This is an optimization exercise on Yosys and OpenROAD, whose aim is a short achievable clock period and few clock cycles, not a production implementation. In this exercise RTL edits were held to simulation tests only and were not proved equivalent to the original. Power figures rest on the tool's default switching activity, not on a simulated workload.

==> design/flow/design.v <==
`timescale 1ns / 1ps
module mcpu_core(
    input         clk,
    input         reset,
    input  [31:0] Data_in,
    output [31:0] Addr_out,
    output [31:0] Data_out,
    output        mem_w
    );
    localparam [5:0] OP_R = 6'b000000, OP_LW = 6'b100011, OP_SW = 6'b101011,
                     OP_BEQ = 6'b000100, OP_BNE = 6'b000101, OP_J = 6'b000010,
                     OP_JAL = 6'b000011, OP_ADDI = 6'b001000, OP_ANDI = 6'b001100,
                     OP_ORI = 6'b001101, OP_XORI = 6'b001110, OP_SLTI = 6'b001010,
                     OP_LUI = 6'b001111;
    localparam [5:0] F_ADD = 6'b100000, F_SUB = 6'b100010, F_AND = 6'b100100,
                     F_OR = 6'b100101, F_NOR = 6'b100111, F_SLT = 6'b101010,
                     F_XOR = 6'b000000, F_SRLV = 6'b000110, F_SLLV = 6'b000100,
                     F_JR = 6'b001000;
    reg  [31:0] ma;          
    reg         dcyc;        
    reg         dload;       
    reg  [4:0]  drd;         
    reg  [31:0] fpc;         
    reg  [31:0] dout;
    reg         memw;
    reg         id_v;
    reg  [31:0] id_ir;
    reg  [31:0] id_pc4;
    reg         ex_v;
    reg  [31:0] ex_a, ex_b, ex_bx, ex_s;
    reg         ex_cin;
    reg         ex_wr;
    reg  [4:0]  ex_rd;
    reg         ex_add, ex_and, ex_or, ex_xor, ex_nor, ex_slt, ex_sll, ex_srl, ex_passb;
    reg         ex_lw, ex_sw, ex_br, ex_bne, ex_pred, ex_jr;
    reg  [31:0] ex_tgt, ex_pc4;
    reg         wb_v;
    reg  [4:0]  wb_rd;
    reg  [31:0] wb_val;
    reg         lwb_v;
    reg  [4:0]  lwb_rd;
    reg  [31:0] lwb_val;
    reg  [31:0] rf [1:31];
    assign Addr_out = ma;
    assign Data_out = dout;
    assign mem_w    = memw;
    wire [31:0] sum = ex_a + ex_bx + {31'd0, ex_cin};
    wire        lt  = (ex_a[31] ^ ex_b[31]) ? ex_a[31] : sum[31];
    wire        big = |ex_a[31:5];
    wire [31:0] shl = big ? 32'd0 : (ex_b << ex_a[4:0]);
    wire [31:0] shr = big ? 32'd0 : (ex_b >> ex_a[4:0]);
    wire [31:0] ex_res = ({32{ex_add}} & sum)
                       | ({32{ex_and}} & (ex_a & ex_b))
                       | ({32{ex_or}}  & (ex_a | ex_b))
                       | ({32{ex_xor}} & (ex_a ^ ex_b))
                       | ({32{ex_nor}} & ~(ex_a | ex_b))
                       | ({32{ex_slt}} & {31'd0, lt})
                       | ({32{ex_sll}} & shl)
                       | ({32{ex_srl}} & shr)
                       | ({32{ex_passb}} & ex_b);
    wire        ex_eq    = (ex_a == ex_b);
    wire        ex_taken = ex_eq ^ ex_bne;
    wire        ex_mem   = ex_v & (ex_lw | ex_sw);
    wire        ex_redir = ex_v & ((ex_br & (ex_taken != ex_pred)) | ex_jr);
    wire [31:0] ex_rtgt  = ex_jr ? ex_a : (ex_taken ? ex_tgt : ex_pc4);
    wire        ex_fw    = ex_v & ex_wr;           
    wire [5:0]  op  = id_ir[31:26];
    wire [4:0]  rs  = id_ir[25:21];
    wire [4:0]  rt  = id_ir[20:16];
    wire [4:0]  rd  = id_ir[15:11];
    wire [5:0]  fn  = id_ir[5:0];
    wire [31:0] sx  = {{16{id_ir[15]}}, id_ir[15:0]};
    wire is_r    = op == OP_R;
    wire is_jr   = is_r & (fn == F_JR);
    wire is_ralu = is_r & ~is_jr;
    wire is_ialu = (op == OP_ADDI) | (op == OP_ANDI) | (op == OP_ORI) |
                   (op == OP_XORI) | (op == OP_SLTI);
    wire is_lui  = op == OP_LUI;
    wire is_lw   = op == OP_LW;
    wire is_sw   = op == OP_SW;
    wire is_beq  = op == OP_BEQ;
    wire is_bne  = op == OP_BNE;
    wire is_jal  = op == OP_JAL;
    wire is_br   = is_beq | is_bne;
    wire use_rs = is_r | is_ialu | is_lw | is_sw | is_br;
    wire use_rt = is_r | is_sw | is_br;
    wire [4:0] dst = is_ralu ? rd : is_jal ? 5'd31 : rt;
    wire       wr  = (is_ralu | is_ialu | is_lui | is_jal) & (dst != 5'd0);
    wire f_add = is_ralu ? (fn == F_ADD) | ~((fn == F_SUB) | (fn == F_AND) | (fn == F_OR) |
                            (fn == F_NOR) | (fn == F_SLT) | (fn == F_XOR) | (fn == F_SRLV) |
                            (fn == F_SLLV))
                         : (op == OP_ADDI) | is_lw | is_sw;
    wire f_sub = is_ralu & (fn == F_SUB);
    wire f_and = is_ralu ? (fn == F_AND) : (op == OP_ANDI);
    wire f_or  = is_ralu ? (fn == F_OR)  : (op == OP_ORI);
    wire f_xor = is_ralu ? (fn == F_XOR) : (op == OP_XORI);
    wire f_nor = is_ralu & (fn == F_NOR);
    wire f_slt = is_ralu ? (fn == F_SLT) : (op == OP_SLTI);
    wire f_sll = is_ralu & (fn == F_SLLV);
    wire f_srl = is_ralu & (fn == F_SRLV);
    wire f_pb  = is_lui | is_jal;
    wire f_inv = f_sub | f_slt;
    wire [31:0] rf_a = (rs == 5'd0) ? 32'd0 : rf[rs];
    wire [31:0] rf_b = (rt == 5'd0) ? 32'd0 : rf[rt];
    wire ld_now = dcyc & dload;
    wire a_ex  = ex_fw & (ex_rd == rs);
    wire a_ld  = ld_now & (drd == rs) & (rs != 5'd0);
    wire a_wb  = wb_v & (wb_rd == rs);
    wire a_lwb = lwb_v & (lwb_rd == rs);
    wire b_ex  = ex_fw & (ex_rd == rt);
    wire b_ld  = ld_now & (drd == rt) & (rt != 5'd0);
    wire b_wb  = wb_v & (wb_rd == rt);
    wire b_lwb = lwb_v & (lwb_rd == rt);
    wire [31:0] a_early = a_wb ? wb_val : a_lwb ? lwb_val : rf_a;
    wire [31:0] b_early = b_wb ? wb_val : b_lwb ? lwb_val : rf_b;
    wire [31:0] a_fwd = a_ex ? ex_res : a_ld ? Data_in : a_early;
    wire [31:0] b_fwd = b_ex ? ex_res : b_ld ? Data_in : b_early;
    wire        b_imm = is_ialu | is_lw | is_sw | is_lui | is_jal;
    wire [31:0] immv  = is_lui ? {id_ir[15:0], 16'd0} : is_jal ? id_pc4 : sx;
    wire [31:0] b_op  = b_imm ? immv : b_fwd;
    wire ex_ldd  = ex_v & ex_lw & (ex_rd != 5'd0);
    wire id_hold = id_v & ex_ldd & ((use_rs & (ex_rd == rs)) | (use_rt & (ex_rd == rt)));
    wire        pred    = is_beq ? ((rs == rt) | id_ir[15]) : is_bne ? (rs != rt) : 1'b0;
    wire [31:0] br_tgt  = id_pc4 + {sx[29:0], 2'b00};
    wire        jr_late = a_ex | a_ld;
    wire        id_redir = id_v & ~id_hold & ((is_br & pred) | (is_jr & ~jr_late));
    wire [31:0] id_tgt  = is_jr ? a_early : br_tgt;
    wire        if_ok    = ~dcyc & ~id_hold;
    wire        if_jump  = Data_in[31:27] == 5'b00001;
    wire [31:0] fpc4     = fpc + 32'd4;
    wire        if_take  = if_ok & ~id_redir & ~ex_redir;
    reg [31:0] fpc_n;
    always @* begin
        if (ex_redir)              fpc_n = ex_rtgt;
        else if (id_redir)         fpc_n = id_tgt;
        else if (if_ok & if_jump)  fpc_n = {fpc4[31:28], Data_in[25:0], 2'b00};
        else if (if_ok)            fpc_n = fpc4;
        else                       fpc_n = fpc;
    end
    always @(posedge clk or posedge reset) begin
        if (reset) begin
            ma    <= 32'd0;
            fpc   <= 32'd0;
            dcyc  <= 1'b0;
            dload <= 1'b0;
            memw  <= 1'b0;
            id_v  <= 1'b0;
            ex_v  <= 1'b0;
            wb_v  <= 1'b0;
            lwb_v <= 1'b0;
        end else begin
            fpc   <= fpc_n;
            ma    <= ex_mem ? sum : fpc_n;
            dcyc  <= ex_mem;
            dload <= ex_v & ex_lw;
            memw  <= ex_v & ex_sw;
            id_v  <= ex_redir ? 1'b0 : id_hold ? id_v : if_take;
            ex_v  <= id_v & ~ex_redir & ~id_hold;
            wb_v  <= ex_fw;
            lwb_v <= ld_now & (drd != 5'd0);
        end
    end
    always @(posedge clk) begin
        drd  <= ex_rd;
        dout <= ex_s;
        if (~id_hold) begin
            id_ir  <= Data_in;
            id_pc4 <= fpc4;
        end
        ex_a   <= a_fwd;
        ex_b   <= b_op;
        ex_bx  <= f_inv ? ~b_op : b_op;
        ex_cin <= f_inv;
        ex_s   <= b_fwd;
        ex_wr  <= wr;
        ex_rd  <= is_lw ? rt : dst;
        ex_add <= f_add | f_sub;
        ex_and <= f_and;
        ex_or  <= f_or;
        ex_xor <= f_xor;
        ex_nor <= f_nor;
        ex_slt <= f_slt;
        ex_sll <= f_sll;
        ex_srl <= f_srl;
        ex_passb <= f_pb;
        ex_lw  <= is_lw;
        ex_sw  <= is_sw;
        ex_br  <= is_br;
        ex_bne <= is_bne;
        ex_pred <= pred;
        ex_jr  <= is_jr & jr_late;
        ex_tgt <= br_tgt;
        ex_pc4 <= id_pc4;
        wb_rd  <= ex_rd;
        wb_val <= ex_res;
        lwb_rd <= drd;
        lwb_val <= Data_in;
    end
    genvar gi;
    generate
        for (gi = 1; gi < 32; gi = gi + 1) begin : g_rf
            always @(posedge clk) begin
                if (wb_v && wb_rd == gi)
                    rf[gi] <= wb_val;
                else if (lwb_v && lwb_rd == gi)
                    rf[gi] <= lwb_val;
            end
        end
    endgenerate
endmodule
==> design/flow/run.sh <==
#!/bin/bash
# synth_recipe.tcl (not shown) runs the flow's synth.tcl, then flattens the netlist and writes it again
# the make line also repeats each setting of config.mk as NAME=value (left out here)
make -C /OpenROAD-flow-scripts/flow DESIGN_CONFIG=/design/flow/config.mk WORK_HOME=/design/flow/orfs CLKGATE_MAP_FILE= SYNTH_SCRIPT=/design/flow/synth_recipe.tcl finish
==> design/flow/constraint.sdc <==
create_clock -name core_clock -period 9.0 [get_ports {clk}]
set_input_delay 1.8000 -clock core_clock [delete_from_list [all_inputs] [get_ports {clk}]]
set_output_delay 1.8000 -clock core_clock [all_outputs]
set_load 0.01 [all_outputs]
==> design/flow/config.mk <==
export PLATFORM = sky130hd
export DESIGN_NAME = mcpu_core
export DESIGN_NICKNAME = mcpu_core
export VERILOG_FILES = /design/flow/design.v
export SDC_FILE = /design/flow/constraint.sdc
export NUM_CORES = 4
export LEC_CHECK = 0
export CAP_MARGIN = 20
export CORE_MARGIN = 2
export CORE_UTILIZATION = 40
export PLACE_DENSITY = 0.6
export SETUP_SLACK_MARGIN = 5
export SLEW_MARGIN = 20
==> impl_results.md, run 1 <==
- Row cnt: between 150 and 200
- Min-delay worst type: flip-flop to flip-flop
- Synth unique cells: slightly above 90
- Setup TNS Final: 0 ns
- Reg2reg start: id_ir[18]
- Area contributors post-synth: edfxtp_1 38%, mux2_2 14%, dfxtp_1 7.6%, a22oi_1 5.1%, nand3_1 3.2%
- Synth Register Bits: roughly 1400
- Largest net degree at the start of global routing: 67
- Final period util: a little under half
- Synthesized area: 83800 µm²
- I/O Pins: 99
- # port buffers: 98
- Die ar.: 213000 µm²
- Antenna violations before repair: 44
- Remaining Overflow, GRT: 0
- Top cell type by total area after synthesis: edfxtp_1
- Die Ht: 462 µm
- Vias in the first global route: 73700
- Vias per cell: 7.65
- Final Hold Vio Count: 0
- RSZ-0062 raised after global routing: yes
- Worst Setup Start Kind: flip-flop
- CTS tree: built
- WP data required: 9.68 ns
- Die W: 462 µm
- Gpl congestion: between 1 and 1.5
- Post-layout min period: 4.22 ns
- Number of flops mapped to enable cells by yosys: around 1100
- CP Cell Sequence: buf_6 > and3b_2 > buf_6 > and2_2 > buf_8 > a221oi_1 > nand4_1 > o21a_1 > a2111o_1 > o221a_2 > xnor2_1
- Register area share after synthesis: 47.5%
- Total core area: 209000 µm²
- Worst path bufs/invs: 3
- Slew Limit Fails: 0
- Crit path capture type: flip-flop
- NumNets Final: 7682
- Final Skew: just over 0.08 ns
- Number of remaining DRC errors: 0
- Clock Sinks: approximately 1400
- Peak supply drop: 0.209 mV
- FFs w/ async S/R, synth: 4.91%
- Setup Viol. Count Final: 0
- Clk slew on worst S/H paths: 0.06 ns
- HPWL Detailed: 319000 µm
- Worst setup margin: 4.78 ns
- Most used cell, CP: buf_6
- Setup WS pre-CTS: 3.77 ns
- Post-synthesis net count: 7798
- Ys flop type: edfxtp_1
- Status: timing/DRC/antenna clean
- Power per cell area: 210 nW/µm²
- Number of buffers created by CTS: 169
- Crit-path slowest cell: nand4_1
- GRT Total Usage: 46.3%
- Layout cell share with drive strength beyond 1: between 20% and 30%
- Final design utilization: 46.3%
- Post-route ant nets: 0
- Hold_buf cts: 0
- First-pass GRT wire length: 668000 µm
- Initial core utilization: 40.1%
- Max-cap violations: 0
- Via count: 80300
- Crit path max fanout: 32
- DR pass1 iterations: 11
- Worst Path Arrival: 4.90 ns
- F_max: about 240 MHz
- Mean Syn Cell Area: between 10 and 15 µm²
- Syn Inst Count: ~7600
- Final wirelength: around 500000 µm
- Leakage: 34.2 nW
- Area growth from synthesis to layout: 15.5%
- Max incr delay on CP: 0.64 ns
- Hold Crit Start: ex_s[15]
- Yosys warning count: 34
- Max H-tree Level: 4
- Share of the synthesized area in the top cell type: 37.8%
- Setup CP Type: flip-flop to flip-flop
- Drt wl/cell: 48.5 µm
- Top delay family on crit path: compound AO/OA/AOI/OAI gates
- Root buf cell: clkbuf_16
- Worst Tran Pin Value: ~1.3 ns
- Iteration-0 DRC Markers: 17000
- Fill cell count: 19300
- Clock Path Buffers: 3
- Worst rel slew slack: 12.0%
- Critical Path Source: id_ir[18]
- Worst-Skew Late Latency: roughly 0.9 ns
==> synthesized netlist by cell type, drive strengths merged (78+ instances only) <==
master  count
edfxtp   1056
mux2     1031
clkbuf    642
a22oi     574
nand3     533
nor2      334
nand2     331
dfxtp     318
a21oi     256
nand4     225
and3      195
buf       172
o21ai     170
inv       130
ha        125
mux2i     113
nor3       92
and2       81
xnor2      78
==> power breakdown <==
| part | switching, mW | internal, mW |
|---|---|---|
| logic | 3.13 | 1.83 |
| clock network | 3.11 | 3.95 |
| registers | 0.652 | 7.68 |
==> logic make-up after synthesis <==
logic type,count (synthesis),share of synthesized area (%)
xor+xnor,131,1.39
flops,1445,47.5
buf+inv,946,4.43
compound gates,1715,14.8
simple gates,2054,12.7
fa+ha+maj,128,1.94
mux,1217,17.2
==> cells in the final DEF (no fill, tap or decap), types with 98 or more instances in the layout <==
master / netlist / final
clkdlybuf4s50_1: 0 / 98
nand3_1: 533 / 529
and3_1: 194 / 191
o21ai_0: 166 / 150
mux2_2: 1031 / 1031
a21oi_1: 256 / 244
ha_1: 125 / 125
a22oi_1: 574 / 567
nand2_1: 331 / 317
clkbuf_16: 0 / 176
inv_1: 128 / 125
nand4_1: 225 / 225
edfxtp_1: 1056 / 1056
nor2_1: 334 / 302
dfxtp_1: 318 / 285
buf_4: 7 / 322
mux2i_1: 113 / 111
==> metal layers <==
layer / vias to the layer above / track usage [%] / wire length, µm
met5: - / 1.95 / 812
met4: 34 / 39.3 / 57400
met3: 2868 / 19.9 / 76300
met2: 8331 / 65.7 / 205000
met1: 39500 / 53.5 / 170000
li1: 29600 / - / -
==> per-stage QoR <==
step | total power [mW] | cell area, µm² | cells | hold slack, ns
floorplan | 10.8 | 83800 | 7636 | 0.310
detailed placement | 12.9 | 88700 | 10100 | 0.314
CTS | 20.0 | 95800 | 10400 | 0.328
global placement | 12.9 | 88600 | 10100 | 0.311
finish | 20.3 | 96800 | 10500 | 0.326
global route | 20.7 | 96700 | 10500 | 0.330
==> sequential cells by signal, summed over array words and instances (netlist names), 5 cells and up <==
register  flops
rf          992
dout         32
ex_a         32
ex_b         32
ex_bx        32
ex_pc4       32
ex_s         32
fpc          32
id_ir        32
id_pc4       32
lwb_val      32
ma           32
wb_val       32
ex_tgt       30
ex_rd         5
lwb_rd        5
wb_rd         5
==> area by class of cell <==
| cell class | count | area (µm²) | area share, % |
|---|---|---|---|
| Sequential cell | 1445 | 39900 | 41.2 |
| Timing Repair Buffer | 523 | 4890 | 5.05 |
| Clock inverter | 94 | 873 | 0.902 |
| Multi-Input combinational cell | 5249 | 42400 | 43.8 |
| Antenna cell | 41 | 103 | 0.106 |
| Tap cell | 2805 | 3510 | 3.63 |
| Inverter | 132 | 500 | 0.517 |
| Clock buffer | 216 | 4610 | 4.77 |
==> timing repair <==
| action | 4_1_cts | 5_1_grt |
|---|---|---|
| gates cloned | 4 | 3 |
| pin swaps | 36 | 39 |
| endpoints found under the setup margin | 258 | 111 |
| buffers inserted | 53 | 21 |
| resized for setup | 278 | 178 |
==> final timing paths <==
kind / slack, ns / end / depth (start not counted)
max reg2reg: 4.78 / ex_bx[10] / 11
min reg2reg: 0.33 / dout[15] / 0
max in group asynchronous: 6.41 / fpc[5] / 3
min: 0.33 / dout[15] / 0
min in group asynchronous: 1.28 / ma[7] / 2
max: 4.78 / ex_bx[10] / 11
Testbench counts, summed over its fixed seeds: cycles 153,360.
==> run 2: changes to the inputs <==
--- a/design/flow/config.mk
+++ b/design/flow/config.mk
@@ -5,6 +5,7 @@
 export SDC_FILE = /design/flow/constraint.sdc
 export NUM_CORES = 4
 export LEC_CHECK = 0
+export ABC_AREA = 1
 export CAP_MARGIN = 20
 export CORE_MARGIN = 2
 export CORE_UTILIZATION = 40
==> run 2 against run 1 <==
- register-to-register slack lost 0.04 ns
- core utilization shrank 0.88 points
- count of clock-buffer cells in the layout shrank 4
- clock skew shrank 0.015 ns
- non-clock buffer count shrank 53
- design area grew 3.4%
- worst setup slack lost 0.036 ns
- clock power grew 1%
==> impl_results.md, run 2 <==
- Peak supply drop: 0.192 mV (was 0.209 mV)
- Setup CP Type: flip-flop to flip-flop (unchanged)
- Final Skew: 0.0659 ns (was 0.0814 ns)
- Sequential cell area: 39900 µm² (about the same)
- Initial core utilization: 40.3% (was 40.1%)
- Gpl congestion: 1.06 (was 1.04)
- Clock Sinks: 1445 (unchanged)
- Hold Path Sink: dout[7] (was dout[15])
- Tot Pwr: 20.5 mW (was 20.3 mW)
- Synth Register Bits: 1445 (unchanged)
- Min-delay worst type: flip-flop to flip-flop (unchanged)
- Yosys warning count: 34 (unchanged)
- Die ar.: 226000 µm² (was 213000 µm²)
- Share of the synthesized area in the top cell type: 35.7% (was 37.8%)
- Vias in the first global route: 88700 (was 73700)
- Area of the multi-input gates: 43600 µm² (was 42400 µm²)
- Crit path max fanout: 7 (was 32)
- Synth unique cells: 58 (was 92)
- HPWL Detailed: 346000 µm (was 319000 µm)
- Mean Syn Cell Area: 7.08 µm² (was 11.0 µm²)
- Post-synthesis net count: 12700 (was 7798)
- Number of flops mapped to enable cells by yosys: 1056 (unchanged)
- RSZ-0062 raised after global routing: yes (unchanged)
- Synthesized area: 88800 µm² (was 83800 µm²)
- Biggest register: rf (unchanged)
- Most common cell after layout, fill and taps aside: nand2_1 (was edfxtp_1)
- Setup Viol. Count Final: 0 (unchanged)
- Max-cap violations: 0 (unchanged)
- RR Endpoint: ma[7] (was ex_bx[10])
- # port buffers: 98 (unchanged)
- Area contributors post-synth: edfxtp_1 36%, nand2_1 21%, o21ai_0 7.5%, dfxtp_1 7.2%, nand3_1 6.4% (was edfxtp_1 38%, mux2_2 14%, dfxtp_1 7.6%, a22oi_1 5.1%, nand3_1 3.2%)
- Hold path cells: 0 (unchanged)
- Register area share after synthesis: 44.9% (was 47.5%)
- Drt wl/cell: 35.7 µm (was 48.5 µm)
- Layout cell share with drive strength beyond 1: 7.20% (was 28.3%)
- Max H-tree Level: 4 (unchanged)
- Syn Inst Count: 12500 (was 7636)
- Worst Path Arrival: 5.07 ns (was 4.90 ns)
- Total core area: 220000 µm² (was 209000 µm²)
- Hold Crit Start: ex_s[7] (was ex_s[15])
- DR pass1 iterations: 12 (was 11)
- Worst rel slew slack: 7.16% (was 12.0%)
- Worst Tran Pin Value: 1.39 ns (was 1.32 ns)
- WP data required: 9.81 ns (was 9.68 ns)
- Clock Path Buffers: 3 (unchanged)
- DP Cell Count: 15000 (was 10100)
- Met2 Track Usage GR: 60.5% (was 65.7%)
- Final period util: 47.3% (was 46.9%)
- Hold_buf cts: 0 (unchanged)
- Reg2reg start: id_ir[21] (was id_ir[18])
- Top cell type by total area after synthesis: edfxtp_1 (unchanged)
- F_max: 235 MHz (was 237 MHz)
- FFs w/ async S/R, synth: 4.91% (unchanged)
- Most common cell in the synthesized netlist: nand2_1 (was edfxtp_1)
- Via count: 101000 (was 80300)
- Fill cell count: 22100 (was 19300)
- First-pass GRT wire length: 734000 µm (was 668000 µm)
- Area growth from synthesis to layout: 12.7% (was 15.5%)
- Post-layout min period: 4.26 ns (was 4.22 ns)
- Antenna violations before repair: 81 (was 44)
- FF-to-FF setup slack: 4.74 ns (was 4.78 ns)
- Ys flop type: edfxtp_1 (unchanged)
- Number of buffers created by CTS: 172 (was 169)
- FF-to-FF path depth: 17 (was 11)
- NumNets Final: 12500 (was 7682)
- Power per cell area: 205 nW/µm² (was 210 nW/µm²)
- Number of remaining DRC errors: 0 (unchanged)
- Post-route ant nets: 0 (unchanged)
- Die Ht: 475 µm (was 462 µm)
- Commonest cells after routing, fill and taps aside: 4871 x nand2_1, 1305 x o21ai_0, 1122 x nand3_1 (was 1056 x edfxtp_1, 1031 x mux2_2, 567 x a22oi_1)
- Worst-Skew Late Latency: 0.92 ns (was 0.90 ns)
- GRT Total Usage: 47.3% (was 46.3%)
- Slew Limit Fails: 0 (unchanged)
- Final wirelength: 552000 µm (was 509000 µm)
- Gr busiest metal: met1 (was met2)
- Setup TNS Final: 0 ns (unchanged)
- Status: timing/DRC/antenna clean (unchanged)
- Crit path capture type: flip-flop (unchanged)
- Worst Setup Start Kind: flip-flop (unchanged)
- Leakage: 45.8 nW (was 34.2 nW)
- Met1 global-route usage: 60.6% (was 53.5%)
- Placement Cell Area: 92700 µm² (was 88700 µm²)
- Iteration-0 DRC Markers: 22400 (was 17000)
- Met3 Use GR: 23.4% (was 19.9%)
- CTS tree: built (unchanged)
- Row cnt: 172 (was 168)
- Max reg flops: 992 (unchanged)
- Die W: 475 µm (was 462 µm)
- Remaining Overflow, GRT: 0 (unchanged)
- Clk slew on worst S/H paths: 0.06 ns (about the same)
- Synth cell count leaders: 4914 x nand2_1, 1336 x o21ai_0, 1137 x nor2_1 (was 1056 x edfxtp_1, 1031 x mux2_2, 642 x clkbuf_1)
- Root buf cell: clkbuf_16 (unchanged)
- Final Non-Filler Cells: 15500 (was 10500)
- Largest net degree at the start of global routing: 105 (was 67)
- I/O Pins: 99 (unchanged)
- Critical Path Source: id_ir[21] (was id_ir[18])
- Vias per cell: 6.53 (was 7.65)
- Design area: 100000 µm² (was 96800 µm²)
- Final Hold Vio Count: 0 (unchanged)
[run 2: cell count changes after synthesis, moves of 74 or more]
| cell | previous run | this run |
|---|---|---|
| a21oi_1 | 256 | 123 |
| a22oi_1 | 574 | 16 |
| and3_1 | 194 | 5 |
| buf_2 | 81 | 228 |
| clkbuf_1 | 642 | 478 |
| inv_1 | 128 | 670 |
| mux2_2 | 1031 | 0 |
| mux2i_1 | 113 | 0 |
| nand2_1 | 331 | 4914 |
| nand3_1 | 533 | 1134 |
| nand4_1 | 225 | 299 |
| nor2_1 | 334 | 1137 |
| o21ai_0 | 166 | 1336 |
[run 2: metal layers]
layer | routed length, µm | vias to the layer above | part of all wire, %
met5 | 1350 | - | 0.25
met4 | 48600 | 67 | 8.8
met3 | 99600 | 2729 | 18
met2 | 204000 | 10500 | 37
met1 | 199000 | 46900 | 36
li1 | - | 40900 | -
[run 2: what timing repair did]
item,CTS,global route
pin swaps,23,11
setup endpoints to repair,194,136
buffers inserted,57,33
gates resized for setup,90,74
cloned,3,4
[run 2: worst max-delay path: stages (launching register included)]
cell	delay, ns
edfxtp_1	0.54
inv_2	0.12
nand2_2	0.28
nor2_2	0.89
nand2_1	0.54
o21ai_0	0.30
nor2_1	0.09
nand2_1	0.07
nor2_1	0.04
nand2_1	0.33
nand2_1	0.12
nand2_1	0.08
nand2_1	0.23
nand2_1	0.23
nand2_1	0.09
nand3_1	0.10
nand2_1	0.06
nand2_1	0.07
[run 2: per-stage QoR]
| stage | hold slack, ns | utilization (%) | setup slack, ns |
|---|---|---|---|
| after floorplan | 0.310 | - | 5.22 |
| after global placement | 0.311 | 42.1 | 3.85 |
| after detailed placement | 0.312 | 42.1 | 3.84 |
| after CTS | 0.325 | 45.0 | 5.01 |
| after global routing | 0.328 | 45.4 | 4.99 |
| final | 0.322 | 45.4 | 4.74 |
[run 2: worst max-delay path by stage]
| stage | to | depth (start not counted) |
|---|---|---|
| 2_1_floorplan | ma[16] | 17 |
| 3_3_place_gp | ma[25] | 21 |
| 3_5_place_dp | ma[25] | 21 |
| 4_1_cts | ex_bx[26] | 18 |
| 5_1_grt | ma[25] | 14 |
| 6_report | ma[7] | 17 |
[run 2: kinds of logic (layout without fill, tap and decap cells)]
kind of cell             Yosys count  count (layout)  share of synthesized area [%]
AO/OA/AOI/OAI                   1640            1640                           9.74
XOR/XNOR                          57              57                          0.562
AND/OR/NAND/NOR                 7692            7694                           35.7
buffers and inverters           1586            1484                           7.25
adder cells (fa/ha/maj)          128             128                           1.83
flip-flops                      1445            1445                           44.9
other                              0              67                              0
[run 2: final cells by class]
type	count	share of cell area, %
repair buffers	470	4.49
repair inverters	1	0.00750
diodes	67	0.168
inverters	698	2.71
clock buffers	212	4.63
well taps	2958	3.70
clock inverters	103	0.885
flip-flops and latches	1445	39.8
multi-input cells	9519	43.6
[run 2: power by group]
part	switching (mW)	leakage (nW)	internal [mW]
registers	0.735	13.2	7.68
clock network	3.21	2.71	3.93
logic	3.56	29.9	1.35
total	7.50	45.8	13.0

==> separate check: timing with driven ports <==
Ports are ideal in the flow. The routed layouts listed here were re-timed in OpenROAD.
Step 1 assumes that a clkbuf_16 drives the clock port and a buf_2 every other input.
Step 2 times the ports against the registers' clock, not the clock port: input delays grow and output delays shrink by t, the midpoint of the rising clock arrivals with the driver on.
a / b / c = ideal ports / drivers / drivers and shift; a / b = the first two.
| run | shift t [ns] | setup slack, ns | worst setup path at the end | pins driven straight from the clock port |
|---|---|---|---|---|
| run 1 | 0.938 | 4.780 / 4.780 / 4.061 | input to register | 1 |
| run 2 | 0.970 | 4.744 / 4.744 / 4.192 | input to register | 1 |
After both steps setup and hold are still met in every run listed. The setup slack of run 1, which loses most, moves by 0.000 ns with the drivers and by -0.719 ns with both steps.
